This design comes from an exercise in tuning for a short achievable clock period and few clock cycles on the open sky130 flow, not from production work. Function was checked by simulation only, so behaviour that the tests miss may differ from the original. Power and IR drop assume default switching activity.

--- design/flow/flow/run.sh ---
#!/bin/bash
set -euo pipefail
bash standard.sh SETUP_SLACK_MARGIN=7.5 TNS_END_PERCENT=5 finish > run_make.log 2>&1
--- design/flow/standard.sh ---
#!/bin/bash
# synth_recipe.tcl (not shown) runs the flow's synth.tcl, then flattens the netlist and writes it again
# the make line also repeats each setting of config.mk as NAME=value (left out here)
make -C /OpenROAD-flow-scripts/flow DESIGN_CONFIG=/design/flow/config.mk WORK_HOME=/design/flow/orfs CLKGATE_MAP_FILE= SYNTH_SCRIPT=/design/flow/synth_recipe.tcl "${@:-finish}"
--- design/flow/config.mk ---
export PLATFORM = sky130hd
export DESIGN_NAME = single_cycle_cpu
export DESIGN_NICKNAME = single_cycle_cpu
export VERILOG_FILES = /design/flow/design.v
export SDC_FILE = /design/flow/constraint.sdc
export NUM_CORES = 8
export LEC_CHECK = 0
export ABC_CLOCK_PERIOD_IN_PS = 3000
export CAP_MARGIN = 20
export CORE_MARGIN = 2
export CORE_UTILIZATION = 50
export SETUP_SLACK_MARGIN = 5
export SLEW_MARGIN = 20
--- design/flow/constraint.sdc ---
create_clock -name core_clock -period 11.0 [get_ports {clk}]
set_input_delay 2.2000 -clock core_clock [delete_from_list [all_inputs] [get_ports {clk}]]
set_output_delay 2.2000 -clock core_clock [all_outputs]
set_load 0.01 [all_outputs]
--- design/flow/design.v ---
module pre_and #(
    parameter int N = 8,
    parameter int L = 3             
) (
    input  logic [N-1:0] x,
    output logic [N-1:0] y
);
    logic [N-1:0] t [0:L];
    always_comb begin
        t[0] = {x[N-2:0], 1'b1};
        for (int l = 0; l < L; l++)
            for (int i = 0; i < N; i++)
                t[l+1][i] = (i >= (1 << l)) ? (t[l][i] & t[l][i - (1 << l)]) : t[l][i];
    end
    assign y = t[L];
endmodule
module inc_add #(
    parameter int N = 62,
    parameter int L = 6             
) (
    input  logic [N-1:0] x,
    output logic [N-1:0] y
);
    logic [N-1:0] c;
    pre_and #(.N(N), .L(L)) u_c (.x(x), .y(c));
    assign y = x ^ c;
endmodule
module ks_add #(
    parameter int W = 64,
    parameter int L = 6             
) (
    input  logic [W-1:0] a,
    input  logic [W-1:0] b,
    input  logic         cin,
    output logic [W-1:0] s
);
    logic [W-1:0] g [0:L];
    logic [W-1:0] p [0:L];
    always_comb begin
        g[0] = a & b;
        p[0] = a ^ b;
        g[0][0] = (a[0] & b[0]) | ((a[0] ^ b[0]) & cin);
        for (int l = 0; l < L; l++)
            for (int i = 0; i < W; i++)
                if (i >= (1 << l)) begin
                    g[l+1][i] = g[l][i] | (p[l][i] & g[l][i - (1 << l)]);
                    p[l+1][i] = p[l][i] & p[l][i - (1 << l)];
                end else begin
                    g[l+1][i] = g[l][i];
                    p[l+1][i] = p[l][i];
                end
    end
    assign s = (a ^ b) ^ {g[L][W-2:0], cin};
endmodule
module sx_add #(
    parameter int W  = 64,
    parameter int K  = 13,
    parameter int LK = 4,           
    parameter int LH = 6            
) (
    input  logic [W-1:0] a,
    input  logic [K-1:0] b,
    output logic [W-1:0] s
);
    logic [K:0]     lo;
    logic [W-K-1:0] hi, up, dn, cu, cd;
    ks_add #(.W(K + 1), .L(LK)) u_lo (.a({1'b0, a[K-1:0]}), .b({1'b0, b}), .cin(1'b0), .s(lo));
    assign hi = a[W-1:K];
    pre_and #(.N(W - K), .L(LH)) u_cu (.x(hi), .y(cu));
    pre_and #(.N(W - K), .L(LH)) u_cd (.x(~hi), .y(cd));
    assign up = hi ^ cu;
    assign dn = hi ^ cd;
    wire c  = lo[K];
    wire sg = b[K-1];
    assign s = {(c == sg) ? hi : (c ? up : dn), lo[K-1:0]};
endmodule
module single_cycle_cpu (
    input  logic        clk,
    input  logic        rst,
    output logic [31:0] imem_addr,
    input  logic [31:0] imem_rdata,
    output logic [31:0] dmem_addr,
    output logic [63:0] dmem_wdata,
    output logic        dmem_we,
    input  logic [63:0] dmem_rdata
);
    localparam int NB = 16;                
    logic [63:0]   pc_f;
    logic          v_d;
    logic [31:0]   ir_d;
    logic [63:0]   pc_d;
    logic [63:0]   ra_d, rb_d;   
    logic [NB-1:0] hv_d;         
    logic          hb_d;         
    logic          cf_d;         
    logic          pt_d;         
    logic          fold_d;       
    logic [9:0]    ft_d;         
    logic [9:0]    t_d;          
    logic          v_e, wr_e, we_e, br_e, cf_e, ld_e, pe_e, hb_e, lg_e, sub_e, orr_e;
    logic [NB-1:0] hv_e;
    logic [4:0]    rd_e, rs1_e, rs2_e;
    logic [63:0]   a_e, b_e, sd_e;
    logic [31:0]   ar_e;
    logic [63:0]   pc_e, tgt_e, ft_e;
    logic          ev_e;         
    logic [63:0]   evv_e;
    logic          v_w, wr_w, br_w, cf_w, tk_w, hb_w;
    logic [NB-1:0] hv_w;
    logic [4:0]    rd_w;
    logic [63:0]   w_res, pc_w, tgt_w, ft_w;
    logic          wr_x;         
    logic [4:0]    rd_x;
    logic [63:0]   x_res;
    wire [NB-1:0]    bv, bbr, bcf, bfv, bpe;
    wire [NB*10-1:0] ba, bt, bf;
    wire           f_in = (pc_f[63:12] == 52'd0) && (pc_f[1:0] == 2'd0);
    logic [NB-1:0] fh;
    logic [9:0]    f_t, f_f;
    always_comb begin
        f_t = 10'd0;
        f_f = 10'd0;
        for (int i = 0; i < NB; i++) begin
            fh[i] = f_in && bv[i] && (ba[i*10 +: 10] == pc_f[11:2]);
            f_t = f_t | (bt[i*10 +: 10] & {10{fh[i]}});
            f_f = f_f | (bf[i*10 +: 10] & {10{fh[i]}});
        end
    end
    wire        f_hb   = |(fh & bbr);
    wire        f_cf   = |(fh & bcf);
    wire        f_pt   = |(fh & bpe);
    wire        f_fold = |(fh & bfv);
    wire [61:0] f_inc;
    inc_add #(.N(62), .L(6)) u_finc (.x(pc_f[63:2]), .y(f_inc));
    wire [63:0] f_next = f_pt ? {52'd0, f_t, 2'd0} :
                         f_fold ? {52'd0, f_f, 2'd0} : {f_inc, pc_f[1:0]};
    assign imem_addr = pc_f[31:0];
    logic             rst_q;
    always_ff @(posedge clk) rst_q <= rst;
    wire [32*64-1:0]  rfv;
    assign rfv[63:0] = 64'd0;
    genvar g;
    for (g = 1; g < 32; g++) begin : rf
        logic [63:0] q;
        always_ff @(posedge clk) begin
            if (rst_q)
                q <= 64'd0;
            else if (wr_w && rd_w == g)
                q <= w_res;
        end
        assign rfv[g*64 +: 64] = q;
    end
    wire [63:0] ra_f = rfv[imem_rdata[19:15]*64 +: 64];
    wire [63:0] rb_f = rfv[imem_rdata[24:20]*64 +: 64];
    wire [6:0] op_d  = ir_d[6:0];
    wire       is_ld = (op_d == 7'b0000011);
    wire       is_st = (op_d == 7'b0100011);
    wire       is_ai = (op_d == 7'b0010011);
    wire       is_op = (op_d == 7'b0110011);
    wire       is_br = (op_d == 7'b1100011);
    wire [4:0] rs1   = ir_d[19:15];
    wire [4:0] rs2   = ir_d[24:20];
    wire [4:0] rd    = ir_d[11:7];
    wire [2:0] f3    = ir_d[14:12];
    wire [6:0] f7    = ir_d[31:25];
    wire [63:0] imm_i = {{52{ir_d[31]}}, ir_d[31:20]};
    wire [31:0] imm_s = {{20{ir_d[31]}}, ir_d[31:25], ir_d[11:7]};
    wire [63:0] imm_b = {{51{ir_d[31]}}, ir_d[31], ir_d[7], ir_d[30:25], ir_d[11:8], 1'b0};
    wire writes = (is_ld || is_ai || is_op) && (rd != 5'd0);
    wire lg     = is_op && (f3 == 3'b111 || f3 == 3'b110);        
    wire orr    = (f3 == 3'b110);
    wire sub    = is_op && (f3 == 3'b000) && (f7 == 7'b0100000);
    logic       sa_e, sa_w, sa_x, sb_e, sb_w, sb_x, st_p;
    wire        stall  = v_d && st_p;
    wire [4:0]  rs1_f  = imem_rdata[19:15];
    wire [4:0]  rs2_f  = imem_rdata[24:20];
    wire        ldst_f = (imem_rdata[6:0] == 7'b0000011) || (imem_rdata[6:0] == 7'b0100011);
    wire        wd     = v_d && writes;
    always_ff @(posedge clk) begin
        if (!stall) begin
            sa_e <= wd && (rd == rs1_f);
            sb_e <= wd && (rd == rs2_f);
            sa_w <= wr_e && (rd_e == rs1_f);
            sb_w <= wr_e && (rd_e == rs2_f);
            sa_x <= wr_w && (rd_w == rs1_f);
            sb_x <= wr_w && (rd_w == rs2_f);
            st_p <= ldst_f && wd && (rd == rs1_f);
        end else begin
            sa_e <= 1'b0;
            sb_e <= 1'b0;
            sa_w <= wr_e && (rd_e == rs1);
            sb_w <= wr_e && (rd_e == rs2);
            sa_x <= 1'b0;
            sb_x <= 1'b0;
            st_p <= 1'b0;
        end
    end
    wire        fa   = sa_e;
    wire        fb   = sb_e;
    wire [63:0] a_c  = sa_w ? w_res : sa_x ? x_res : ra_d;
    wire [63:0] b_c  = sb_w ? w_res : sb_x ? x_res : rb_d;
    logic [63:0] e_res;
    wire [63:0] a_nx  = fa ? e_res : a_c;
    wire [63:0] sd_nx = fb ? e_res : b_c;
    wire [63:0] b_nx  = (fb && !is_ai) ? e_res : (is_ai ? imm_i : b_c);
    wire [31:0] ar_nx;
    sx_add #(.W(32), .K(12), .LK(4), .LH(5)) u_agu (.a(a_c[31:0]), .b(is_st ? imm_s[11:0] : imm_i[11:0]), .s(ar_nx));
    wire        same    = (rs1 == rs2);
    wire [63:0] tgt;
    wire [61:0] d_inc;
    sx_add #(.W(64), .K(13), .LK(4), .LH(6)) u_tgt (.a(pc_d), .b(imm_b[12:0]), .s(tgt));
    inc_add #(.N(62), .L(6)) u_dinc (.x(pc_d[63:2]), .y(d_inc));
    wire [63:0] ft      = fold_d ? {52'd0, ft_d, 2'd0} : {d_inc, pc_d[1:0]};
    wire        d_taken = is_br && (hb_d ? pt_d : same);
    wire        fa_ok = !fa || ev_e;
    wire        fb_ok = !fb || ev_e;
    wire [63:0] a_q   = fa ? evv_e : a_c;
    wire [63:0] b_q   = fb ? evv_e : b_c;
    wire [63:0] bx_q  = is_ai ? imm_i : b_q;
    wire [63:0] bbx   = sub ? ~bx_q : bx_q;
    wire [63:0] lgx   = orr ? (a_q | bx_q) : (a_q & bx_q);
    wire        zx_d  = lg ? (lgx == 64'd0) : ((a_q ^ bbx) == {a_q[62:0] | bbx[62:0], sub});
    wire        er_cf = cf_d && !is_ld && fa_ok && (is_ai || fb_ok);
    wire        er_br = is_br && fa_ok && fb_ok;
    wire        er_t  = cf_d ? zx_d : (a_q == b_q);
    wire        dir_d = (er_cf || er_br) ? er_t : (cf_d ? pt_d : d_taken);
    wire        d_redir = v_d && !stall && (dir_d != pt_d);
    wire [63:0] d_rpc   = dir_d ? (cf_d ? {52'd0, t_d, 2'd0} : tgt) : ft;
    wire [63:0] bb_e = sub_e ? ~b_e : b_e;
    wire [63:0] sum;
    ks_add #(.W(64), .L(6)) u_alu (.a(a_e), .b(bb_e), .cin(sub_e), .s(sum));
    wire [63:0] lgc  = orr_e ? (a_e | b_e) : (a_e & b_e);
    assign e_res = ld_e ? dmem_rdata : (lg_e ? lgc : sum);
    wire z_s  = ((a_e ^ bb_e) == {a_e[62:0] | bb_e[62:0], sub_e});
    wire z_x  = ld_e ? (dmem_rdata == 64'd0) : (lg_e ? (lgc == 64'd0) : z_s);
    wire        take  = cf_e ? z_x : (a_e == b_e);
    wire        mis   = (br_e || cf_e) && (take != pe_e);
    wire [63:0] e_rpc = take ? tgt_e : ft_e;
    assign dmem_addr  = ar_e;
    assign dmem_wdata = sd_e;
    assign dmem_we    = we_e;
    wire go = v_d && !stall && !mis;
    always_ff @(posedge clk) begin
        if (rst)
            pc_f <= 64'd0;
        else if (mis)
            pc_f <= e_rpc;
        else if (d_redir)
            pc_f <= d_rpc;
        else if (!stall)
            pc_f <= f_next;
    end
    always_ff @(posedge clk) begin
        if (rst)
            v_d <= 1'b0;
        else if (mis || d_redir)
            v_d <= 1'b0;
        else if (!stall)
            v_d <= 1'b1;
        if (!stall) begin
            ir_d   <= imem_rdata;
            pc_d   <= pc_f;
            ra_d   <= rst_q ? 64'd0 : ra_f;
            rb_d   <= rst_q ? 64'd0 : rb_f;
            hv_d   <= fh;
            hb_d   <= f_hb;
            cf_d   <= f_cf;
            pt_d   <= f_pt;
            fold_d <= f_fold;
            ft_d   <= f_f;
            t_d    <= f_t;
        end else begin
            ra_d   <= a_c;
            rb_d   <= b_c;
        end
    end
    always_ff @(posedge clk) begin
        if (rst) begin
            v_e  <= 1'b0;
            wr_e <= 1'b0;
            we_e <= 1'b0;
            br_e <= 1'b0;
            cf_e <= 1'b0;
        end else begin
            v_e  <= go;
            wr_e <= go && writes;
            we_e <= go && is_st;
            br_e <= go && is_br;
            cf_e <= go && cf_d;
        end
        ld_e  <= is_ld;
        lg_e  <= lg;
        orr_e <= orr;
        sub_e <= sub;
        rd_e  <= rd;
        rs1_e <= rs1;
        rs2_e <= rs2;
        a_e   <= a_nx;
        b_e   <= b_nx;
        sd_e  <= sd_nx;
        ar_e  <= ar_nx;
        pe_e  <= dir_d;
        ev_e  <= is_ai && (rs1 == 5'd0);
        evv_e <= imm_i;
        hv_e  <= hv_d;
        hb_e  <= hb_d;
        pc_e  <= pc_d;
        tgt_e <= cf_d ? {52'd0, t_d, 2'd0} : tgt;
        ft_e  <= ft;
    end
    always_ff @(posedge clk) begin
        if (rst) begin
            v_w  <= 1'b0;
            wr_w <= 1'b0;
            br_w <= 1'b0;
            cf_w <= 1'b0;
            wr_x <= 1'b0;
        end else begin
            v_w  <= v_e;
            wr_w <= wr_e;
            br_w <= br_e;
            cf_w <= cf_e;
            wr_x <= wr_w;
        end
        w_res <= e_res;
        rd_w  <= rd_e;
        tk_w  <= take;
        hv_w  <= hv_e;
        hb_w  <= hb_e;
        pc_w  <= pc_e;
        tgt_w <= tgt_e;
        ft_w  <= ft_e;
        x_res <= w_res;
        rd_x  <= rd_w;
    end
    localparam logic [1:0] K_BR = 2'd0, K_UF = 2'd1, K_DF = 2'd2, K_CF = 2'd3;
    wire in_w   = (pc_w[63:12] == 52'd0) && (pc_w[1:0] == 2'd0);
    wire in_e   = (pc_e[63:12] == 52'd0) && (pc_e[1:0] == 2'd0);
    wire in_tw  = (tgt_w[63:12] == 52'd0) && (tgt_w[1:0] == 2'd0);
    wire in_te  = (tgt_e[63:12] == 52'd0) && (tgt_e[1:0] == 2'd0);
    wire seq_ew = v_w && in_w && in_e && (pc_w[11:2] + 10'd1 == pc_e[11:2]);
    wire same_e = (rs1_e == rs2_e);
    wire rq_br = br_w && tk_w && !hb_w && in_w && in_tw;
    wire uc_e  = br_e && same_e && in_te;
    wire rq_df = uc_e && cf_w && (ft_w == pc_e);
    wire rq_uf = uc_e && !cf_w && seq_ew;
    wire rq_cf = br_e && !same_e && in_te && seq_ew && (pc_e[11:2] != 10'h3ff) &&
                 !br_w && !cf_w && wr_w &&
                 ((rs1_e == rd_w && rs2_e == 5'd0) || (rs2_e == rd_w && rs1_e == 5'd0));
    logic        rq_v;
    logic [1:0]  rq_k;
    logic [9:0]  rq_a, rq_t, rq_f;
    always_ff @(posedge clk) begin
        if (rst)
            rq_v <= 1'b0;
        else
            rq_v <= rq_br || rq_uf || rq_df || rq_cf;
        rq_a <= pc_w[11:2];
        if (rq_br) begin
            rq_k <= K_BR;
            rq_t <= tgt_w[11:2];
        end else begin
            rq_k <= rq_cf ? K_CF : (rq_df ? K_DF : K_UF);
            rq_t <= tgt_e[11:2];
        end
        rq_f <= rq_cf ? pc_e[11:2] + 10'd1 : tgt_e[11:2];
    end
    logic [NB-1:0] rm, rm_nx;
    logic [NB-1:0] vp;         
    wire rq_hit = |rm;
    wire alloc  = rq_v && !rq_hit && (rq_k == K_BR || rq_k == K_UF || rq_k == K_CF);
    wire same_a = (rq_a == pc_w[11:2]);
    always_comb
        for (int i = 0; i < NB; i++)
            rm_nx[i] = (bv[i] && (ba[i*10 +: 10] == pc_w[11:2])) || (alloc && vp[i] && same_a);
    always_ff @(posedge clk) rm <= rm_nx;
    always_ff @(posedge clk) begin
        if (rst)
            vp <= {{(NB-1){1'b0}}, 1'b1};
        else if (alloc)
            vp <= {vp[NB-2:0], vp[NB-1]};
    end
    wire upd_en = br_w || cf_w;
    for (g = 0; g < NB; g++) begin : btb
        logic       v, br, cf, fv;
        logic [9:0] a, t, f;
        logic       h;           
        logic [3:0] pht;         
        logic [3:0] lc, lt;      
        logic       lq;          
        assign bv[g]          = v;
        assign bbr[g]         = br;
        assign bcf[g]         = cf;
        assign bfv[g]         = fv;
        assign ba[g*10 +: 10] = a;
        assign bt[g*10 +: 10] = t;
        assign bf[g*10 +: 10] = f;
        wire        iw  = upd_en && hv_w[g];
        wire [3:0]  c1  = iw ? (tk_w ? 4'd0 : lc + 4'd1) : lc;
        wire        wt  = iw && tk_w;
        wire [3:0]  lte = wt ? lc : lt;
        wire        lqe = wt ? (lc == lt) : lq;
        wire        he  = iw ? tk_w : h;
        assign bpe[g] = (br || cf) && (lqe ? (c1 == lte) : (he ? pht[3] : pht[1]));
        wire mine = rq_v && rm[g];
        wire newe = alloc && vp[g];
        always_ff @(posedge clk) begin
            if (rst) begin
                v <= 1'b0;
            end else begin
                if (upd_en && hv_w[g] && (br || cf)) begin
                    h <= tk_w;
                    if (h) begin
                        if (tk_w)
                            pht[3:2] <= (pht[3:2] == 2'd3) ? 2'd3 : pht[3:2] + 2'd1;
                        else
                            pht[3:2] <= (pht[3:2] == 2'd0) ? 2'd0 : pht[3:2] - 2'd1;
                    end else begin
                        if (tk_w)
                            pht[1:0] <= (pht[1:0] == 2'd3) ? 2'd3 : pht[1:0] + 2'd1;
                        else
                            pht[1:0] <= (pht[1:0] == 2'd0) ? 2'd0 : pht[1:0] - 2'd1;
                    end
                    if (tk_w) begin
                        lq <= (lc == lt);
                        lt <= lc;
                        lc <= 4'd0;
                    end else if (lc == 4'd15) begin
                        lq <= 1'b0;
                    end else begin
                        lc <= lc + 4'd1;
                    end
                end
                if ((mine || newe) && rq_k == K_BR) begin
                    br  <= 1'b1;
                    cf  <= 1'b0;
                    t   <= rq_t;
                    h   <= 1'b1;
                    pht <= 4'b1011;
                    lc  <= 4'd0;
                    lt  <= 4'd0;
                    lq  <= 1'b0;
                end
                if (((mine && !cf) || newe) && rq_k == K_UF) begin
                    fv <= 1'b1;
                    f  <= rq_f;
                end
                if (mine && cf && rq_k == K_DF)
                    f <= rq_f;
                if (newe && rq_k == K_CF) begin
                    cf  <= 1'b1;
                    t   <= rq_t;
                    fv  <= 1'b1;
                    f   <= rq_f;
                    h   <= 1'b0;
                    pht <= 4'b0101;
                    lc  <= 4'd0;
                    lt  <= 4'd0;
                    lq  <= 1'b0;
                end
                if (newe) begin
                    v <= 1'b1;
                    a <= rq_a;
                    if (rq_k != K_BR)
                        br <= 1'b0;
                    if (rq_k == K_BR)
                        fv <= 1'b0;
                    if (rq_k == K_UF)
                        cf <= 1'b0;
                end
            end
        end
    end
endmodule
==> metrics.md, run 1 <==
| Metric | Value |
|---|---|
| Clock skew | `0.07472 ns` |
| First-pass GRT wire length | `1269 mm` |
| Total GRT Usage | `43.72%` |
| Yosys Warn Count | `16` |
| Ys flop type | `dfxtp_1` |
| Achievable frequency | `0.1866 GHz` |
| Critical path fanouts, max | `6` |
| Setup_tns | `0 ns` |
| Met3 routed WL | `134.2 mm` |
| Number of global-route vias before repair | `161100` |
| Critical Setup Path Class | `flop to flop` |
| Total routed wirelength | `942.4 mm` |
| Die height | `636.9 um` |
| CTS tree | `done` |
| # rows | `232` |
| Initial antenna violation count | `111` |
| Antenna Nets Post-Route | `0` |
| HP Class | `flop to flop` |
| Share of post-route cells with drive strength above 1 | `18.74%` |
| DR WL met2 | `392.0 mm` |
| Number of synthesized flops with an enable pin | `888` |
| Final worst-path cycle share | `48.71%` |
| Final RePlAce weighted congestion | `1.027` |
| Worst-Margin Slew | `1.348 ns` |
| VDD IR max | `0.1461 mV` |
| Final setup vio count | `0` |
| Async set-reset flop share out of synthesis | `0%` |
| Violation count after the first detailed-route iteration | `28710` |
| DRT met1 WL | `355.7 mm` |
| Hold depth | `0` |
| Die area | `405700 um2` |
| Period minus WS final | `5.358 ns` |
| Avg Synthesized Cell Area | `9.663 um2` |
| Largest net degree at the start of global routing | `210` |
| Hold_sp | `hv_e[11]` |
| Placed Cells | `24980` |
| CTS root buffer | `clkbuf_16` |
| P per Cell Area | `138.9 nW/um2` |
| Final Hold Viols | `0` |
| CP Launch Type | `flop` |
| CTS clk-pin slew, worst paths | `0.07 ns` |
| Final cell count without fillers | `26360` |
| R2R setup slack | `5.64 ns` |
| Sink Count | `3967` |
| Net count, final | `21130` |
| Cts hold-fix bufs | `0` |
| Clock latency (worst-skew pair) | `1.05 ns` |
| Hold Path End | `hv_w[11]` |
| Reg2Reg Depth | `23` |
| CTS max path bufs | `4` |
| Status | `finished clean` |
| Vias/cell | `6.747` |
| Starting Density | `50.18%` |
| Unrepaired setup endpoints after global routing | `true` |
| Die width | `636.9 um` |
| RR Endpoint | `pc_f[59]` |
| Max-slew headroom | `9.309%` |
| Worst path cell trace | `buf_6, buf_4, mux2_2, mux2i_4, a21o_1, a21oi_1, xnor2_1, ha_1, xor2_2, nand4_1, nor4_2, nand4_1, nor4_2, nand4_1, a21oi_2, a31o_4, o211ai_4, buf_12, buf_6, buf_6, or2_4, or2_0, a22o_1` |
| Iteration count of the initial detailed-routing pass | `9` |
| Ports | `227` |
| Worst r2r src | `sb_x` |
| Critical-path top delay cell | `dfxtp_4` |
| Leak | `82.87 nW` |
| Critical path arrival | `6.30 ns` |
| DR DRC count | `0` |
| GRT Residual Overflow | `0` |
| Via count | `177800` |
| Cell count after synthesis | `20730` |
| Netlist cell types | `116` |
| H-tree depth | `5` |
| Mapped Area | `200300 um2` |
| Critical Path Max Stage Delay | `0.45 ns` |
| Core area | `399100 um2` |
| Flops & latches, synth | `3967` |
| CTS Buf Count | `432` |
| Sequential area share after synthesis | `44.09%` |
| Post-DP HPWL | `583.2 mm` |
| Fin. max-slew vios | `0` |
| Buffers on Ports | `226` |
| Routed len/inst | `35.75 um` |
| DR top layer | `met5` |
| Critical Path End Type | `flop` |
| Max-Cap Viols | `0` |
| P&R area growth vs syn | `16.82%` |
| CP required | `11.94 ns` |
## metal layers
metal  vias up  global-route usage, %
met5         -                      0
met4        58                  22.48
met3      2772                  12.74
met2     13420                  62.76
met1     87780                  59.82
li1      73800                      -
## worst max-delay path, delay by kind of cell (launching register included)
family	cells	cell delay, ns
AO/OA/AOI/OAI	6	1.17
XOR/XNOR	2	0.46
adder cells (fa/ha/maj)	1	0.34
buffers and inverters	5	0.70
flip-flops	1	0.45
multiplexers	2	0.56
AND/OR/NAND/NOR	7	1.53
## timing repair
item                                    in CTS  in global routing
gates resized for setup                    732                441
gates cloned                                29                 78
endpoints found under the setup margin    2697               3059
pin swaps                                  152                113
buffers inserted                           244                171
## cell type report
type	instances	area [um2]
diodes	46	115.1
flip-flops and latches	3967	88390
well taps	5265	6588
fillers	33760	165100
clock buffers	615	12670
inverters	422	1647
repair buffers	1287	14430
multi-input cells	14560	108000
clock inverters	198	2175
## registers in the layout, summed over array words and instances, names as in the netlist, 160 cells and up
name,flops
rf.q,1984
btb.f,160
btb.a,160
btb.t,160
## cell usage in the layout (no fill, tap or decap), drive strengths merged, types with 131 or more instances in the layout
master and n:
buf 986, o21a 131, inv 441, nor4 281, xnor2 593, o22ai 231, nor2 792, nand2 4636
clkdlybuf4s50 167, o21ai 402, mux2i 400, ha 360, edfxtp 888, clkbuf 682, a21oi 2417, nand4 235
mux4 1152, dfxtp 3079, xor2 523, a22o 195, nor3 219, nand3 182, a21o 193, mux2 245
## how the worst max path moves through the flow
stage	from	to	slack, ns	depth (start not counted)
2_1_floorplan	dmem_rdata[15]	pc_f[43]	6.61	12
3_3_place_gp	ir_d[2]	pc_f[24]	3.49	21
3_5_place_dp	ir_d[2]	pc_f[25]	3.52	20
4_1_cts	sb_x	pc_f[25]	5.83	25
5_1_grt	sb_x	pc_f[55]	5.64	25
6_report	sb_x	pc_f[59]	5.64	23
## power by group
| part | switching [W] | leakage, nW | internal (W) |
|---|---|---|---|
| Clock | 0.00649 | 7.34 | 0.00889 |
| Combinational | 0.00123 | 42.2 | 0.000662 |
| Sequential | 0.000220 | 33.4 | 0.0150 |
| Total | 0.00794 | 82.9 | 0.0246 |
## synth_stat cells (all sizes together) (17+ instances only)
library cell	n	area share (%)
a211o	17	0.074
nor2b	125	0.39
inv	416	0.78
and3	72	0.22
xnor2	593	2.6
nand4	235	0.74
o21ai	402	1.0
and2	117	0.37
o22ai	231	0.72
nand2b	37	0.12
clkbuf	1467	2.8
nor2	791	1.5
maj3	64	0.32
nand2	4635	8.7
xor2	523	2.3
or2	30	0.094
o21a	131	0.49
or3	27	0.084
edfxtp	888	13
o211ai	61	0.24
o31ai	40	0.15
o221ai	18	0.079
mux2i	400	2.0
a21oi	2417	6.0
mux4	1152	13
a221o	26	0.13
a221oi	94	0.45
nor3	219	0.56
a22o	195	0.85
o21bai	49	0.18
a31oi	79	0.25
a211oi	104	0.44
dfxtp	3079	31
a21o	192	0.72
a311oi	17	0.074
mux2	245	1.4
a22oi	110	0.41
buf	320	0.81
nand3	180	0.45
nor4	281	0.93
or4	39	0.15
ha	360	2.2
## kinds of logic (layout without fill, tap and decap cells)
group	after synthesis	after routing	synth area share, %
and+or+nand+nor	6861	6868	14.60
AOI/OAI and AO/OA	4349	4350	13.10
muxes	1797	1797	16.38
DFF	3967	3967	44.09
xor gates and xnor gates	1116	1116	4.880
buffers and inverters	2210	2522	4.365
adders and majority gates	427	427	2.599
other	0	46	0
## metrics by stage
stage | hold slack (ns) | util, % | cell area [um2] | total power (W) | setup slack [ns]
after floorplan | 0.3096 | - | 200500 | 0.01645 | 6.606
after global placement | 0.3104 | 51.94 | 207300 | 0.01713 | 3.487
after detailed placement | 0.3121 | 51.95 | 207400 | 0.01712 | 3.519
after CTS | 0.3048 | 57.24 | 228500 | 0.03222 | 5.827
after global routing | 0.2940 | 58.60 | 233900 | 0.03312 | 5.642
final | 0.2839 | 58.63 | 234000 | 0.03251 | 5.642
Testbench counts, summed over its fixed seeds: cycles 101,684.
==> run 2, diff against run 1 <==
--- a/design/flow/design.v
+++ b/design/flow/design.v
@@ -91,2 +91,3 @@
     logic [63:0]   pc_d;
+    logic [63:0]   pc4_d, tgt;   
     logic [63:0]   ra_d, rb_d;   
@@ -105,4 +106,2 @@
     logic [63:0]   pc_e, tgt_e, ft_e;
-    logic          ev_e;         
-    logic [63:0]   evv_e;
     logic          v_w, wr_w, br_w, cf_w, tk_w, hb_w;
@@ -134,2 +133,5 @@
     inc_add #(.N(62), .L(6)) u_finc (.x(pc_f[63:2]), .y(f_inc));
+    wire [63:0] tgt_f;
+    sx_add #(.W(64), .K(13), .LK(4), .LH(6)) u_tgt (.a(pc_f),
+        .b({imem_rdata[31], imem_rdata[7], imem_rdata[30:25], imem_rdata[11:8], 1'b0}), .s(tgt_f));
     wire [63:0] f_next = f_pt ? {52'd0, f_t, 2'd0} :
@@ -154,8 +156,27 @@
     wire [63:0] rb_f = rfv[imem_rdata[24:20]*64 +: 64];
-    wire [6:0] op_d  = ir_d[6:0];
-    wire       is_ld = (op_d == 7'b0000011);
-    wire       is_st = (op_d == 7'b0100011);
-    wire       is_ai = (op_d == 7'b0010011);
-    wire       is_op = (op_d == 7'b0110011);
-    wire       is_br = (op_d == 7'b1100011);
+    logic      st_p;
+    wire       stall  = v_d && st_p;
+    wire [6:0] op_f   = imem_rdata[6:0];
+    wire [2:0] f3_f   = imem_rdata[14:12];
+    wire       ld_f   = (op_f == 7'b0000011);
+    wire       st_f   = (op_f == 7'b0100011);
+    wire       ai_f   = (op_f == 7'b0010011);
+    wire       op_rf  = (op_f == 7'b0110011);
+    wire       br_f   = (op_f == 7'b1100011);
+    logic      is_ld, is_st, is_ai, is_br, writes, lg, orr, sub, same;
+    logic [11:0] imm_ls;      
+    always_ff @(posedge clk) begin
+        if (!stall) begin
+            is_ld  <= ld_f;
+            is_st  <= st_f;
+            is_ai  <= ai_f;
+            is_br  <= br_f;
+            writes <= (ld_f || ai_f || op_rf) && (imem_rdata[11:7] != 5'd0);
+            lg     <= op_rf && (f3_f == 3'b111 || f3_f == 3'b110);    
+            orr    <= (f3_f == 3'b110);
+            sub    <= op_rf && (f3_f == 3'b000) && (imem_rdata[31:25] == 7'b0100000);
+            same   <= (imem_rdata[19:15] == imem_rdata[24:20]);
+            imm_ls <= st_f ? {imem_rdata[31:25], imem_rdata[11:7]} : imem_rdata[31:20];
+        end
+    end
     wire [4:0] rs1   = ir_d[19:15];
@@ -163,13 +184,4 @@
     wire [4:0] rd    = ir_d[11:7];
-    wire [2:0] f3    = ir_d[14:12];
-    wire [6:0] f7    = ir_d[31:25];
     wire [63:0] imm_i = {{52{ir_d[31]}}, ir_d[31:20]};
-    wire [31:0] imm_s = {{20{ir_d[31]}}, ir_d[31:25], ir_d[11:7]};
-    wire [63:0] imm_b = {{51{ir_d[31]}}, ir_d[31], ir_d[7], ir_d[30:25], ir_d[11:8], 1'b0};
-    wire writes = (is_ld || is_ai || is_op) && (rd != 5'd0);
-    wire lg     = is_op && (f3 == 3'b111 || f3 == 3'b110);        
-    wire orr    = (f3 == 3'b110);
-    wire sub    = is_op && (f3 == 3'b000) && (f7 == 7'b0100000);
-    logic       sa_e, sa_w, sa_x, sb_e, sb_w, sb_x, st_p;
-    wire        stall  = v_d && st_p;
+    logic       sa_e, sa_w, sa_x, sb_e, sb_w, sb_x;
     wire [4:0]  rs1_f  = imem_rdata[19:15];
@@ -204,27 +216,12 @@
     wire [63:0] sd_nx = fb ? e_res : b_c;
-    wire [63:0] b_nx  = (fb && !is_ai) ? e_res : (is_ai ? imm_i : b_c);
+    wire [63:0] b_sl  = (fb && !is_ai) ? e_res : (is_ai ? imm_i : b_c);
+    wire [63:0] b_nx  = sub ? ~b_sl : b_sl;
     wire [31:0] ar_nx;
-    sx_add #(.W(32), .K(12), .LK(4), .LH(5)) u_agu (.a(a_c[31:0]), .b(is_st ? imm_s[11:0] : imm_i[11:0]), .s(ar_nx));
-    wire        same    = (rs1 == rs2);
-    wire [63:0] tgt;
-    wire [61:0] d_inc;
-    sx_add #(.W(64), .K(13), .LK(4), .LH(6)) u_tgt (.a(pc_d), .b(imm_b[12:0]), .s(tgt));
-    inc_add #(.N(62), .L(6)) u_dinc (.x(pc_d[63:2]), .y(d_inc));
-    wire [63:0] ft      = fold_d ? {52'd0, ft_d, 2'd0} : {d_inc, pc_d[1:0]};
+    sx_add #(.W(32), .K(12), .LK(4), .LH(5)) u_agu (.a(a_c[31:0]), .b(imm_ls), .s(ar_nx));
+    wire [63:0] ft      = fold_d ? {52'd0, ft_d, 2'd0} : pc4_d;
     wire        d_taken = is_br && (hb_d ? pt_d : same);
-    wire        fa_ok = !fa || ev_e;
-    wire        fb_ok = !fb || ev_e;
-    wire [63:0] a_q   = fa ? evv_e : a_c;
-    wire [63:0] b_q   = fb ? evv_e : b_c;
-    wire [63:0] bx_q  = is_ai ? imm_i : b_q;
-    wire [63:0] bbx   = sub ? ~bx_q : bx_q;
-    wire [63:0] lgx   = orr ? (a_q | bx_q) : (a_q & bx_q);
-    wire        zx_d  = lg ? (lgx == 64'd0) : ((a_q ^ bbx) == {a_q[62:0] | bbx[62:0], sub});
-    wire        er_cf = cf_d && !is_ld && fa_ok && (is_ai || fb_ok);
-    wire        er_br = is_br && fa_ok && fb_ok;
-    wire        er_t  = cf_d ? zx_d : (a_q == b_q);
-    wire        dir_d = (er_cf || er_br) ? er_t : (cf_d ? pt_d : d_taken);
+    wire        dir_d = cf_d ? pt_d : d_taken;
     wire        d_redir = v_d && !stall && (dir_d != pt_d);
-    wire [63:0] d_rpc   = dir_d ? (cf_d ? {52'd0, t_d, 2'd0} : tgt) : ft;
-    wire [63:0] bb_e = sub_e ? ~b_e : b_e;
+    wire [63:0] d_rpc   = pt_d ? ft : (cf_d ? {52'd0, t_d, 2'd0} : tgt);
+    wire [63:0] bb_e = b_e;
     wire [63:0] sum;
@@ -237,3 +234,3 @@
     wire        mis   = (br_e || cf_e) && (take != pe_e);
-    wire [63:0] e_rpc = take ? tgt_e : ft_e;
+    wire [63:0] e_rpc = pe_e ? ft_e : tgt_e;
     assign dmem_addr  = ar_e;
@@ -262,2 +259,4 @@
             pc_d   <= pc_f;
+            pc4_d  <= {f_inc, pc_f[1:0]};
+            tgt    <= tgt_f;
             ra_d   <= rst_q ? 64'd0 : ra_f;
@@ -302,4 +301,2 @@
         pe_e  <= dir_d;
-        ev_e  <= is_ai && (rs1 == 5'd0);
-        evv_e <= imm_i;
         hv_e  <= hv_d;
==> design/flow/flow/run.sh (replaced) <==
#!/bin/bash
set -euo pipefail
bash standard.sh SETUP_SLACK_MARGIN=7 TNS_END_PERCENT=5 \
    "BUFFER_PORTS_ARGS=-buffer_cell sky130_fd_sc_hd__buf_4" finish > run_make.log 2>&1
--- a/design/flow/config.mk
+++ b/design/flow/config.mk
@@ -7,3 +7,2 @@
 export LEC_CHECK = 0
-export ABC_CLOCK_PERIOD_IN_PS = 3000
 export CAP_MARGIN = 20
@@ -11,3 +10,4 @@
 export CORE_UTILIZATION = 50
-export SETUP_SLACK_MARGIN = 5
 export SLEW_MARGIN = 20
+export SYNTH_HIERARCHICAL = 1
+export SYNTH_MINIMUM_KEEP_SIZE = 0
==> run 2 against run 1 <==
Effect of this change:
- synthesized area up 0.19%
- still clean on timing, DRC and antenna
- via count shrank 5.6%
- largest cell class unchanged
- register-to-register slack better by 0.65 ns
- critical path type unchanged
- highest routed layer unchanged
- first-iteration DRC count down 15%
==> metrics.md, run 2 <==
| Metric | Value |
|---|---|
| CTS clk-pin slew, worst paths | `0.06 ns (was 0.07 ns)` |
| Buf+Inv Stages, Crit Path | `1 (was 5)` |
| Starting Density | `50.24% (was 50.18%)` |
| Total routed wirelength | `829.9 mm (was 942.4 mm)` |
| Commonest non-fill, non-tap cell in the layout | `nand2_1 (unchanged)` |
| Fraction of power consumed by sequential logic | `48.1% (was 46.9%)` |
| Final RePlAce weighted congestion | `0.9758 (was 1.027)` |
| Critical Path Sink | `pc_f[48] (was pc_f[59])` |
| Comb pwr share | `4.8% (was 5.8%)` |
| Unrepaired setup endpoints after global routing | `true (unchanged)` |
| Reg with most FFs | `rf.q (unchanged)` |
| Critical Path Max Stage Delay | `0.90 ns (was 0.45 ns)` |
| R2R setup slack | `6.29 ns (was 5.64 ns)` |
| Reg2Reg Depth | `8 (was 23)` |
| Dpl ws | `4.175 ns (was 3.519 ns)` |
| Die width | `637.5 um (was 636.9 um)` |
| Hold depth | `0 (unchanged)` |
| Critical Path End Type | `flop (unchanged)` |
| Buffers on Ports | `226 (unchanged)` |
| Post-layout util | `56.25% (was 58.63%)` |
| Fin. max-slew vios | `0 (unchanged)` |
| Yosys Warn Count | `22 (was 16)` |
| Switching pwr | `0.007805 W (was 0.007943 W)` |
| Total GRT Usage | `39.33% (was 43.72%)` |
| Cell count after synthesis | `20230 (was 20730)` |
| Period minus WS final | `4.708 ns (was 5.358 ns)` |
| Achievable frequency | `0.2124 GHz (was 0.1866 GHz)` |
| P per Cell Area | `145.6 nW/um2 (was 138.9 nW/um2)` |
| Status | `finished clean (unchanged)` |
| WHS | `0.3258 ns (was 0.2839 ns)` |
| Core area | `399400 um2 (was 399100 um2)` |
| Cts hold-fix bufs | `0 (unchanged)` |
| Post-DP HPWL | `506.1 mm (was 583.2 mm)` |
| First-pass GRT wire length | `1159 mm (was 1269 mm)` |
| # rows | `232 (unchanged)` |
| Sw Share | `23.85% (was 24.44%)` |
| Max-Cap Viols | `0 (unchanged)` |
| Number of cells on the critical path | `8 (was 23)` |
| Clock latency (worst-skew pair) | `1.07 ns (was 1.05 ns)` |
| CTS root buffer | `clkbuf_16 (unchanged)` |
| Via count | `167800 (was 177800)` |
| Most frequent cells in the layout | `nand2_1, dfxtp_1, a21oi_1, mux4_2, edfxtp_1 (unchanged)` |
| HP Class | `flop to flop (unchanged)` |
| Internal Power | `0.02491 W (was 0.02456 W)` |
| GRT Residual Overflow | `0 (unchanged)` |
| CP required | `11.90 ns (was 11.94 ns)` |
| Worst-Margin Slew | `1.423 ns (was 1.348 ns)` |
| Antenna Nets Post-Route | `0 (unchanged)` |
| Worst path cell trace | `buf_4, nand4_1, nor3_2, nand3_1, nor4_1, xor2_1, nand3_2, a2111oi_2 (was buf_6, buf_4, mux2_2, mux2i_4, a21o_1, a21oi_1, xnor2_1, ha_1, xor2_2, nand4_1, nor4_2, nand4_1, nor4_2, nand4_1, a21oi_2, a31o_4, o211ai_4, buf_12, buf_6, buf_6, or2_4, or2_0, a22o_1)` |
| CP Launch Type | `flop (unchanged)` |
| Critical path fanouts, max | `23 (was 6)` |
| Max FFs per register | `1984 (unchanged)` |
| Max-slew headroom | `5.106% (was 9.309%)` |
| Worst r2r src | `pc_f[8] (was sb_x)` |
| Clock skew | `0.08659 ns (was 0.07472 ns)` |
| H-tree depth | `5 (unchanged)` |
| Vias/cell | `6.594 (was 6.747)` |
| VDD IR max | `0.1381 mV (was 0.1461 mV)` |
| Sink Count | `4089 (was 3967)` |
| Worst setup margin | `6.292 ns (was 5.642 ns)` |
| Leak | `78.23 nW (was 82.87 nW)` |
| Critical Setup Path Class | `flop to flop (unchanged)` |
| Initial antenna violation count | `66 (was 111)` |
| Final setup vio count | `0 (unchanged)` |
| DR DRC count | `0 (unchanged)` |
| Die area | `406400 um2 (was 405700 um2)` |
| RR Endpoint | `pc_f[48] (was pc_f[59])` |
| Clock group share of total power | `47.1% (was 47.3%)` |
| Critical-path top delay cell | `nor3_2 (was dfxtp_4)` |
| Number of global-route vias before repair | `155200 (was 161100)` |
| Crit path launch | `pc_f[8] (was sb_x)` |
| Largest net degree at the start of global routing | `202 (was 210)` |
| Violation count after the first detailed-route iteration | `24460 (was 28710)` |
| Setup_tns | `0 ns (unchanged)` |
| Avg Synthesized Cell Area | `9.921 um2 (was 9.663 um2)` |
| CTS tree | `done (unchanged)` |
| Share of post-route cells with drive strength above 1 | `17.81% (was 18.74%)` |
| Routed len/inst | `32.61 um (was 35.75 um)` |
| Cell family with most CP delay | `simple AND/OR/NAND/NOR gates (unchanged)` |
| CTS Buf Count | `440 (was 432)` |
| Critical path arrival | `5.61 ns (was 6.30 ns)` |
| Iteration count of the initial detailed-routing pass | `9 (unchanged)` |
| P&R area growth vs syn | `11.96% (was 16.82%)` |
| CTS max path bufs | `4 (unchanged)` |
| Net count, final | `20110 (was 21130)` |
| Die height | `637.5 um (was 636.9 um)` |
| Ports | `227 (unchanged)` |
| Mapped Area | `200700 um2 (was 200300 um2)` |
| Final Hold Viols | `0 (unchanged)` |
| Final worst-path cycle share | `42.80% (was 48.71%)` |
## run 2: changes by cell type in the layout (fill, tap and decap cells not counted), moves of 130 or more
cell and delta:
mux2i_1 +269, nand2_1 -172, clkdlybuf4s50_1 -167, nand3_1 +159
o21ai_0 -150, xor2_1 -144, edfxtp_1 +130
## run 2: what timing repair did
action | in CTS | in global routing
setup buffers | 37 | 45
pin swaps | 26 | 51
endpoints found under the setup margin | 874 | 1148
resized for setup | 167 | 167
gates cloned | 11 | 10
## run 2: layout make-up
class                      instances  area (um2)
multi-input combinational      13920      101700
clock inverter                   187        2028
tap                             5265        6588
sequential                      4089       92140
clock buffer                     628       12830
inverter                         498        1898
fill                           34480      174700
antenna                           36       90.09
timing repair buffer             833        7427
## run 2: how the worst min path moves through the flow
stage / from / endpoint / slack, ns
after detailed placement: hv_e[2] / hv_w[2] / 0.31
after floorplan: hb_e / hb_w / 0.31
final: hv_e[9] / hv_w[9] / 0.33
after global routing: hb_e / hb_w / 0.33
after CTS: hv_e[5] / hv_w[5] / 0.33
after global placement: hv_e[5] / hv_w[5] / 0.31
## run 2: power by group through the flow
stage	Combinational [W]	Sequential, W	Clock, W
after global placement	0.00146	0.0161	0
after global routing	0.00163	0.0157	0.0160
after detailed placement	0.00147	0.0161	0
after floorplan	0.00102	0.0160	0
after CTS	0.00151	0.0157	0.0154
final	0.00157	0.0157	0.0154
## run 2: per-layer routing
layer	up-vias	GRT usage [%]	share of wire, %
li1	71040	-	-
met1	82290	49.74	36
met2	11530	58.81	43
met3	2939	11.02	13
met4	42	26.22	7.9
met5	-	0	0.036
## run 2: through the flow
step	power, W	area, um2	std cells
4_1_cts	0.03266	223100	25360
5_1_grt	0.03340	224600	25420
3_3_place_gp	0.01752	206800	24500
3_5_place_dp	0.01752	206900	24500
2_1_floorplan	0.01697	201000	20230
6_report	0.03272	224700	25450
Testbench counts of run 2, summed over its fixed seeds: cycles 103,378.
==> run 3, diff against run 2 <==
--- a/design/flow/design.v
+++ b/design/flow/design.v
@@ -110,2 +110,3 @@
     logic [63:0]   w_res, pc_w, tgt_w, ft_w;
+    logic [31:1]   wen_w;        
     logic          wr_x;         
@@ -149,3 +150,3 @@
                 q <= 64'd0;
-            else if (wr_w && rd_w == g)
+            else if (wen_w[g])
                 q <= w_res;
@@ -214,6 +215,8 @@
     logic [63:0] e_res;
-    wire [63:0] a_nx  = fa ? e_res : a_c;
-    wire [63:0] sd_nx = fb ? e_res : b_c;
-    wire [63:0] b_sl  = (fb && !is_ai) ? e_res : (is_ai ? imm_i : b_c);
-    wire [63:0] b_nx  = sub ? ~b_sl : b_sl;
+    logic [63:0] e_oth, sum;
+    wire        e_sum = !ld_e && !lg_e;
+    wire [63:0] a_nx  = (fa && e_sum) ? sum : (fa ? e_oth : a_c);
+    wire [63:0] sd_nx = (fb && e_sum) ? sum : (fb ? e_oth : b_c);
+    wire [63:0] b_ot  = (fb && !is_ai) ? e_oth : (is_ai ? imm_i : b_c);
+    wire [63:0] b_nx  = (fb && !is_ai && e_sum) ? (sum ^ {64{sub}}) : (b_ot ^ {64{sub}});
     wire [31:0] ar_nx;
@@ -226,6 +229,6 @@
     wire [63:0] bb_e = b_e;
-    wire [63:0] sum;
     ks_add #(.W(64), .L(6)) u_alu (.a(a_e), .b(bb_e), .cin(sub_e), .s(sum));
     wire [63:0] lgc  = orr_e ? (a_e | b_e) : (a_e & b_e);
-    assign e_res = ld_e ? dmem_rdata : (lg_e ? lgc : sum);
+    assign e_oth = ld_e ? dmem_rdata : lgc;
+    assign e_res = e_sum ? sum : e_oth;
     wire z_s  = ((a_e ^ bb_e) == {a_e[62:0] | bb_e[62:0], sub_e});
@@ -322,2 +325,4 @@
         w_res <= e_res;
+        for (int i = 1; i < 32; i++)
+            wen_w[i] <= !rst && wr_e && (rd_e == i);
         rd_w  <= rd_e;
==> design/flow/flow/run.sh (replaced) <==
#!/bin/bash
set -euo pipefail
bash standard.sh ADDER_MAP_FILE= SETUP_SLACK_MARGIN=7 TNS_END_PERCENT=5 \
    "BUFFER_PORTS_ARGS=-buffer_cell sky130_fd_sc_hd__buf_4" finish > run_make.log 2>&1
==> run 3 against run 2 <==
Effect of this change:
- fmax rose by 5.0%
- via count is 9.8% lower
- critical path depth grew 5
==> metrics.md, run 3 <==
| Metric | Value |
|---|---|
| Critical path fanouts, max | `9 (was 23)` |
| Fraction of power consumed by sequential logic | `47.9% (was 48.1%)` |
| Leak | `78.78 nW (was 78.23 nW)` |
| Post-DP HPWL | `461.7 mm (was 506.1 mm)` |
| Routed len/inst | `31.85 um (was 32.61 um)` |
| Yosys Warn Count | `22 (unchanged)` |
| Die height | `638.9 um (was 637.5 um)` |
| Initial antenna violation count | `30 (was 66)` |
| Most frequent cells in the layout | `dfxtp_1, nor2_1, mux2i_1, mux4_2, edfxtp_1 (was nand2_1, dfxtp_1, a21oi_1, mux4_2, edfxtp_1)` |
| DR DRC count | `0 (unchanged)` |
| Share of post-route cells with drive strength above 1 | `18.42% (was 17.81%)` |
| Period minus WS final | `4.485 ns (was 4.708 ns)` |
| Achievable frequency | `0.2230 GHz (was 0.2124 GHz)` |
| Internal Power | `0.02527 W (was 0.02491 W)` |
| Status | `finished clean (unchanged)` |
| CTS tree | `done (unchanged)` |
| Final setup vio count | `0 (unchanged)` |
| Max FFs per register | `1984 (unchanged)` |
| Total routed wirelength | `751.3 mm (was 829.9 mm)` |
| VDD IR max | `0.1526 mV (was 0.1381 mV)` |
| Number of global-route vias before repair | `143500 (was 155200)` |
| Mapped Area | `201600 um2 (was 200700 um2)` |
| Largest net degree at the start of global routing | `239 (was 202)` |
| Core area | `402000 um2 (was 399400 um2)` |
| Final worst-path cycle share | `40.77% (was 42.80%)` |
| CTS max path bufs | `4 (unchanged)` |
| GRT Residual Overflow | `0 (unchanged)` |
| CP required | `11.96 ns (was 11.90 ns)` |
| CTS Buf Count | `441 (was 440)` |
| Cell count after synthesis | `18330 (was 20230)` |
| Die area | `408200 um2 (was 406400 um2)` |
| Vias/cell | `6.418 (was 6.594)` |
| Post-layout util | `56.24% (was 56.25%)` |
| CP Launch Type | `flop (unchanged)` |
| Reg with most FFs | `rf.q (unchanged)` |
| Clock skew | `0.1012 ns (was 0.08659 ns)` |
| Critical Setup Path Class | `flop to flop (unchanged)` |
| Iteration count of the initial detailed-routing pass | `9 (unchanged)` |
| H-tree depth | `5 (unchanged)` |
| Via count | `151400 (was 167800)` |
| Comb pwr share | `4.8% (about the same)` |
| Sw Share | `23.56% (was 23.85%)` |
| Cts hold-fix bufs | `0 (unchanged)` |
| CTS clk-pin slew, worst paths | `0.07 ns (was 0.06 ns)` |
| Clock latency (worst-skew pair) | `1.07 ns (about the same)` |
| Clock group share of total power | `47.3% (was 47.1%)` |
| Buffers on Ports | `226 (unchanged)` |
| Max-Cap Viols | `0 (unchanged)` |
| Commonest non-fill, non-tap cell in the layout | `dfxtp_1 (was nand2_1)` |
| Max-slew headroom | `10.09% (was 5.106%)` |
| Avg Synthesized Cell Area | `11.00 um2 (was 9.921 um2)` |
| Sink Count | `4120 (was 4089)` |
| CTS root buffer | `clkbuf_16 (unchanged)` |
| Critical path arrival | `5.45 ns (was 5.61 ns)` |
| P&R area growth vs syn | `12.18% (was 11.96%)` |
| Worst-Margin Slew | `1.349 ns (was 1.423 ns)` |
| Final Hold Viols | `0 (unchanged)` |
| HP Class | `flop to flop (unchanged)` |
| Fin. max-slew vios | `0 (unchanged)` |
| Starting Density | `50.14% (was 50.24%)` |
| First-pass GRT wire length | `1060 mm (was 1159 mm)` |
| Antenna Nets Post-Route | `0 (unchanged)` |
| Die width | `638.9 um (was 637.5 um)` |
| Total GRT Usage | `35.55% (was 39.33%)` |
| Critical Path End Type | `flop (unchanged)` |
| Switching pwr | `0.007788 W (was 0.007805 W)` |
| Net count, final | `18000 (was 20110)` |
| Ports | `227 (unchanged)` |
| Violation count after the first detailed-route iteration | `18240 (was 24460)` |
| Final RePlAce weighted congestion | `0.9922 (was 0.9758)` |
| P per Cell Area | `146.2 nW/um2 (was 145.6 nW/um2)` |
| Unrepaired setup endpoints after global routing | `true (unchanged)` |
| Total power | `0.03306 W (was 0.03272 W)` |
| Setup_tns | `0 ns (unchanged)` |
| # rows | `233 (was 232)` |
-- run 3: cell types whose count changed in the layout (fill, tap and decap cells not counted), sizes merged, moves of 111 or more --
cell	change
nand2	-3779
ha	-231
nor2	+2271
mux2i	+1753
nand3	-247
inv	-142
maj3	+111
a21oi	-1993
-- run 3: final cells by class --
class                      count  area (um2)
clock inverter               170        2133
clock buffer                 648       13010
tap                         5287        6615
timing repair buffer         740        7173
fill                       34210      175900
antenna                       25       62.56
inverter                     351        1338
multi-input combinational  12250      102800
sequential                  4120       92970
-- run 3: critical path, cell delays in order, from the launching register on --
cell and delay, ns:
dfxtp_1 0.72, xor2_1 0.27, xnor2_1 0.17, nor4_1 0.57, nand4_1 0.14, nor4_1 0.59
nand4bb_2 0.45, mux2_4 0.48, buf_6 0.14, buf_12 0.13, buf_6 0.11, and2_2 0.20
buf_4 0.14, o32ai_1 0.24
-- run 3: power by group through the flow --
stage | sequential (W) | combinational, W | clock, W
after floorplan | 0.0161 | 0.000979 | 0
after global placement | 0.0162 | 0.00146 | 0
after detailed placement | 0.0162 | 0.00146 | 0
after CTS | 0.0158 | 0.00154 | 0.0157
after global routing | 0.0158 | 0.00165 | 0.0163
final | 0.0158 | 0.00158 | 0.0156
-- run 3: metrics by stage --
stage | instances | hold slack, ns | setup WS [ns] | instance area, um2
6_report | 23590 | 0.3177 | 6.515 | 226100
2_1_floorplan | 18340 | 0.3096 | 6.341 | 201900
3_3_place_gp | 22640 | 0.3104 | 3.954 | 207400
3_5_place_dp | 22650 | 0.3121 | 3.944 | 207400
5_1_grt | 23570 | 0.3226 | 6.541 | 226100
4_1_cts | 23530 | 0.3161 | 6.606 | 225000
-- run 3: routing by layer --
layer	vias to the layer above	part of all wire (%)	global-route usage (%)
li1	65780	-	-
met1	76430	39	45.77
met2	7304	45	56.16
met3	1858	7.8	5.168
met4	15	7.8	22.97
met5	-	0.020	0
-- run 3: path summary, 6_finish.rpt --
check	to	depth (start not counted)	startpoint	slack, ns
setup / recovery	pc_f[8]	13	b_e[54]	6.52
hold / removal	hv_w[2]	0	hv_e[2]	0.32
setup reg to reg	pc_f[8]	13	b_e[54]	6.52
hold reg to reg	hv_w[2]	0	hv_e[2]	0.32
-- run 3: what timing repair did --
item,4_1_cts,5_1_grt
resized for setup,334,172
gates cloned,19,9
pin swaps,85,29
endpoints found under the setup margin,1155,1023
setup buffers,52,20
Testbench counts of run 3, summed over its fixed seeds: cycles 103,378.
==> run 4, diff against run 3 <==
--- a/design/flow/design.v
+++ b/design/flow/design.v
@@ -76,2 +76,11 @@
 endmodule
+module out_reg #(
+    parameter int W = 32
+) (
+    input  logic         clk,
+    input  logic [W-1:0] d,
+    output logic [W-1:0] q
+);
+    always_ff @(posedge clk) q <= d;
+endmodule
 module single_cycle_cpu (
@@ -91,3 +100,8 @@
     logic [63:0]   pc_d;
-    logic [63:0]   pc4_d, tgt;   
+    logic [63:0]   pc4_d;        
+    logic [13:0]   tlo_d;        
+    logic          tsg_d;        
+    logic [50:0]   hip_d, him_d;  
+    wire  [63:0]   tgt = {(tlo_d[13] == tsg_d) ? pc_d[63:13] : (tlo_d[13] ? hip_d : him_d),
+                          tlo_d[12:0]};
     logic [63:0]   ra_d, rb_d;   
@@ -134,8 +148,12 @@
     inc_add #(.N(62), .L(6)) u_finc (.x(pc_f[63:2]), .y(f_inc));
-    wire [63:0] tgt_f;
-    sx_add #(.W(64), .K(13), .LK(4), .LH(6)) u_tgt (.a(pc_f),
-        .b({imem_rdata[31], imem_rdata[7], imem_rdata[30:25], imem_rdata[11:8], 1'b0}), .s(tgt_f));
-    wire [63:0] f_next = f_pt ? {52'd0, f_t, 2'd0} :
-                         f_fold ? {52'd0, f_f, 2'd0} : {f_inc, pc_f[1:0]};
-    assign imem_addr = pc_f[31:0];
+    wire [13:0] tlo_f;
+    wire [50:0] hcu, hcd;
+    ks_add #(.W(14), .L(4)) u_tlo (.a({1'b0, pc_f[12:0]}),
+        .b({1'b0, imem_rdata[31], imem_rdata[7], imem_rdata[30:25], imem_rdata[11:8], 1'b0}),
+        .cin(1'b0), .s(tlo_f));
+    pre_and #(.N(51), .L(6)) u_hcu (.x(pc_f[63:13]), .y(hcu));
+    pre_and #(.N(51), .L(6)) u_hcd (.x(~pc_f[63:13]), .y(hcd));
+    wire [63:0] f_next = {f_inc[61:11],
+                          f_pt ? {1'b0, f_t} : f_fold ? {1'b0, f_f} : f_inc[10:0],
+                          pc_f[1:0]};
     logic             rst_q;
@@ -242,12 +260,5 @@
     wire go = v_d && !stall && !mis;
-    always_ff @(posedge clk) begin
-        if (rst)
-            pc_f <= 64'd0;
-        else if (mis)
-            pc_f <= e_rpc;
-        else if (d_redir)
-            pc_f <= d_rpc;
-        else if (!stall)
-            pc_f <= f_next;
-    end
+    wire [63:0] pc_nx = rst ? 64'd0 : mis ? e_rpc : d_redir ? d_rpc : stall ? pc_f : f_next;
+    always_ff @(posedge clk) pc_f <= pc_nx;
+    out_reg #(.W(32)) u_imem_addr (.clk(clk), .d(pc_nx[31:0]), .q(imem_addr));
     always_ff @(posedge clk) begin
@@ -263,3 +274,6 @@
             pc4_d  <= {f_inc, pc_f[1:0]};
-            tgt    <= tgt_f;
+            tlo_d  <= tlo_f;
+            tsg_d  <= imem_rdata[31];
+            hip_d  <= pc_f[63:13] ^ hcu;
+            him_d  <= pc_f[63:13] ^ hcd;
             ra_d   <= rst_q ? 64'd0 : ra_f;
==> run 4 against run 3 <==
Effect of this change:
- die area rose by 1.1%
- clock-buffer cell count fell by 4
- critical endpoint is now pc_f[24]
- critical path depth fell by 1
- still clean on timing, DRC and antenna
- power rose by 1.7%
- clock power barely moved
- largest power group unchanged
- clock skew fell by 0.038 ns
==> metrics.md, run 4 <==
| Metric | Value |
|---|---|
| Status | `finished clean (unchanged)` |
| Final Cell Area | `227800 um2 (was 226100 um2)` |
| CP required | `11.90 ns (was 11.96 ns)` |
| Critical path arrival | `5.47 ns (was 5.45 ns)` |
| Iteration count of the initial detailed-routing pass | `8 (was 9)` |
| Max-slew headroom | `16.11% (was 10.09%)` |
| Net count, final | `17980 (was 18000)` |
| Cts hold-fix bufs | `0 (unchanged)` |
| First-pass GRT wire length | `1057 mm (was 1060 mm)` |
| Core area | `406100 um2 (was 402000 um2)` |
| Mapped Area | `203900 um2 (was 201600 um2)` |
| Post-DP Area | `209900 um2 (was 207400 um2)` |
| Largest net degree at the start of global routing | `227 (was 239)` |
| P&R area growth vs syn | `11.72% (was 12.18%)` |
| Setup_tns | `0 ns (unchanged)` |
| Die area | `412900 um2 (was 408200 um2)` |
| Number of global-route vias before repair | `143200 (was 143500)` |
| HP Class | `flop to flop (unchanged)` |
| Final setup vio count | `0 (unchanged)` |
| Die height | `642.5 um (was 638.9 um)` |
| Critical Path End Type | `flop (unchanged)` |
| Critical Setup Path Class | `input pin to flop (was flop to flop)` |
| Clock latency (worst-skew pair) | `1.05 ns (was 1.07 ns)` |
| Fin. max-slew vios | `0 (unchanged)` |
| # rows | `234 (was 233)` |
| Cell count after synthesis | `18330 (about the same)` |
| Commonest non-fill, non-tap cell in the layout | `dfxtp_1 (unchanged)` |
| Ports | `227 (unchanged)` |
| Worst-Margin Slew | `1.249 ns (was 1.349 ns)` |
| Antenna Nets Post-Route | `0 (unchanged)` |
| Vias/cell | `6.369 (was 6.418)` |
| Final Hold Viols | `0 (unchanged)` |
| P per Cell Area | `147.7 nW/um2 (was 146.2 nW/um2)` |
| Violation count after the first detailed-route iteration | `17310 (was 18240)` |
| Initial antenna violation count | `37 (was 30)` |
| CTS Buf Count | `449 (was 441)` |
| DR DRC count | `0 (unchanged)` |
| Via count | `151100 (was 151400)` |
| Sink Count | `4204 (was 4120)` |
| Die width | `642.5 um (was 638.9 um)` |
| Final RePlAce weighted congestion | `0.9969 (was 0.9922)` |
| Max FFs per register | `1984 (unchanged)` |
| Period minus WS final | `4.569 ns (was 4.485 ns)` |
| Yosys Warn Count | `23 (was 22)` |
| Most frequent cells in the layout | `dfxtp_1, nor2_1, mux2i_1, mux4_2, edfxtp_1 (unchanged)` |
| Starting Density | `50.20% (was 50.14%)` |
| H-tree depth | `5 (unchanged)` |
| CTS max path bufs | `4 (unchanged)` |
| CTS tree | `done (unchanged)` |
| Share of post-route cells with drive strength above 1 | `17.78% (was 18.42%)` |
| Critical path fanouts, max | `7 (was 9)` |
| Total routed wirelength | `745.6 mm (was 751.3 mm)` |
| CP Launch Type | `input pin (was flop)` |
| GRT Residual Overflow | `0 (unchanged)` |
| Achievable frequency | `0.2189 GHz (was 0.2230 GHz)` |
| CTS root buffer | `clkbuf_16 (unchanged)` |
| Reg with most FFs | `rf.q (unchanged)` |
| Post-DP HPWL | `463.2 mm (was 461.7 mm)` |
| Buffers on Ports | `226 (unchanged)` |
| Routed len/inst | `31.43 um (was 31.85 um)` |
| CTS clk-pin slew, worst paths | `0.06 ns (was 0.07 ns)` |
| Final worst-path cycle share | `41.54% (was 40.77%)` |
| Total GRT Usage | `34.94% (was 35.55%)` |
| Max-Cap Viols | `0 (unchanged)` |
| Unrepaired setup endpoints after global routing | `true (unchanged)` |
| Avg Synthesized Cell Area | `11.12 um2 (was 11.00 um2)` |
| VDD IR max | `0.1298 mV (was 0.1526 mV)` |
| Leak | `78.60 nW (was 78.78 nW)` |
| Clock skew | `0.06372 ns (was 0.1012 ns)` |
-- run 4: cell types whose count changed in the layout (fill, tap and decap cells not counted), moves of 51 or more --
cell	change
a22oi_2	-51
or3_1	-64
nor2_1	-83
a221oi_1	+90
o22ai_1	+58
a211oi_1	+150
edfxtp_1	+52
nand2_1	-91
a22oi_1	-142
nor2b_1	-52
o21ai_0	+118
mux2i_1	+132
-- run 4: timing repair --
action / in CTS / in global routing
setup buffers: 37 / 14
endpoints found under the setup margin: 926 / 776
pin swaps: 39 / 36
resized for setup: 255 / 74
cloned: 11 / 6
-- run 4: critical path: stages --
cell and delay, ns:
buf_8 0.10, nor4_4 0.27, nand4_1 0.86, nor3_2 0.40
nand4_1 0.17, o21ai_4 0.19, or3_4 0.21, buf_12 0.13
buf_6 0.10, o211a_2 0.45, nor2_1 0.10, a211oi_1 0.28
-- run 4: worst paths after layout --
| kind | end | from | depth (start not counted) | slack (ns) |
|---|---|---|---|---|
| max reg2reg | sd_e[62] | b_e[22] | 16 | 6.51 |
| min reg2reg | hv_w[5] | hv_e[5] | 0 | 0.33 |
| max | pc_f[24] | dmem_rdata[4] | 12 | 6.43 |
| min | hv_w[5] | hv_e[5] | 0 | 0.33 |
-- run 4: metrics by stage --
stage | utilization, % | setup slack (ns) | power [W] | cells | hold WS (ns)
detailed placement | 51.70 | 4.519 | 0.01797 | 22790 | 0.3121
finish | 56.09 | 6.431 | 0.03364 | 23720 | 0.3252
global placement | 51.69 | 4.062 | 0.01796 | 22790 | 0.3102
floorplan | - | 6.738 | 0.01741 | 18340 | 0.3096
CTS | 55.90 | 6.648 | 0.03374 | 23680 | 0.3247
global route | 56.08 | 6.511 | 0.03450 | 23710 | 0.3276
-- run 4: metal layers --
metal / up-vias / routed length (um) / track usage, %
met2: 7136 / 341100 / 55.51
li1: 66010 / - / -
met1: 76020 / 290400 / 44.87
met3: 1914 / 59470 / 5.631
met4: 18 / 54510 / 21.46
met5: - / 138 / 0
-- run 4: where the power goes --
part | total [W] | internal [W] | switching, W
registers | 0.0162 | 0.0160 | 0.000196
clock network | 0.0159 | 0.00933 | 0.00659
logic | 0.00152 | 0.000494 | 0.00103
total | 0.0336 | 0.0258 | 0.00782
-- run 4: final cells by class --
class / count / area, um2
Tap cell: 5428 / 6792
Multi-Input combinational cell: 12230 / 102800
Sequential cell: 4204 / 95150
Clock inverter: 198 / 2347
Fill cell: 34590 / 178300
Inverter: 304 / 1155
Timing Repair Buffer: 696 / 6274
Antenna cell: 24 / 60.06
Clock buffer: 644 / 13140
Testbench counts of run 4, summed over its fixed seeds: cycles 103,378.

==> re-timing with driven ports <==
Ports are ideal in the flow. The routed layouts listed here were re-timed in OpenROAD. Step 1: set_driving_cell puts a clkbuf_16 on clk and a buf_2 on each other input, an assumption about the parent block. Step 2 moves the port delays by t, midway between the first and last clock arrival at a register: inputs arrive t later, outputs are due t later. That takes back most of the time a late clock gives input paths. a / b / c = ideal ports / drivers / drivers and shift; a / b = the first two.
run | shift t [ns] | slack for setup (ns) | worst setup path at the end | worst slew at a driven data input, ns | cell pins on the clock port's net
run 1 | 1.134 | 5.642 / 5.642 / 5.116 | input to register | 0.67 | 1
run 2 | 1.143 | 6.292 / 6.292 / 5.280 | input to register | 0.26 | 1
run 3 | 1.133 | 6.515 / 6.515 / 5.516 | input to register | 0.28 | 1
run 4 | 1.123 | 6.431 / 6.495 / 5.372 | input to register | 0.15 | 1
After both steps every run listed still meets setup and hold. The setup slack of run 4, which loses most, moves by +0.064 ns with the drivers and by -1.059 ns with both steps.
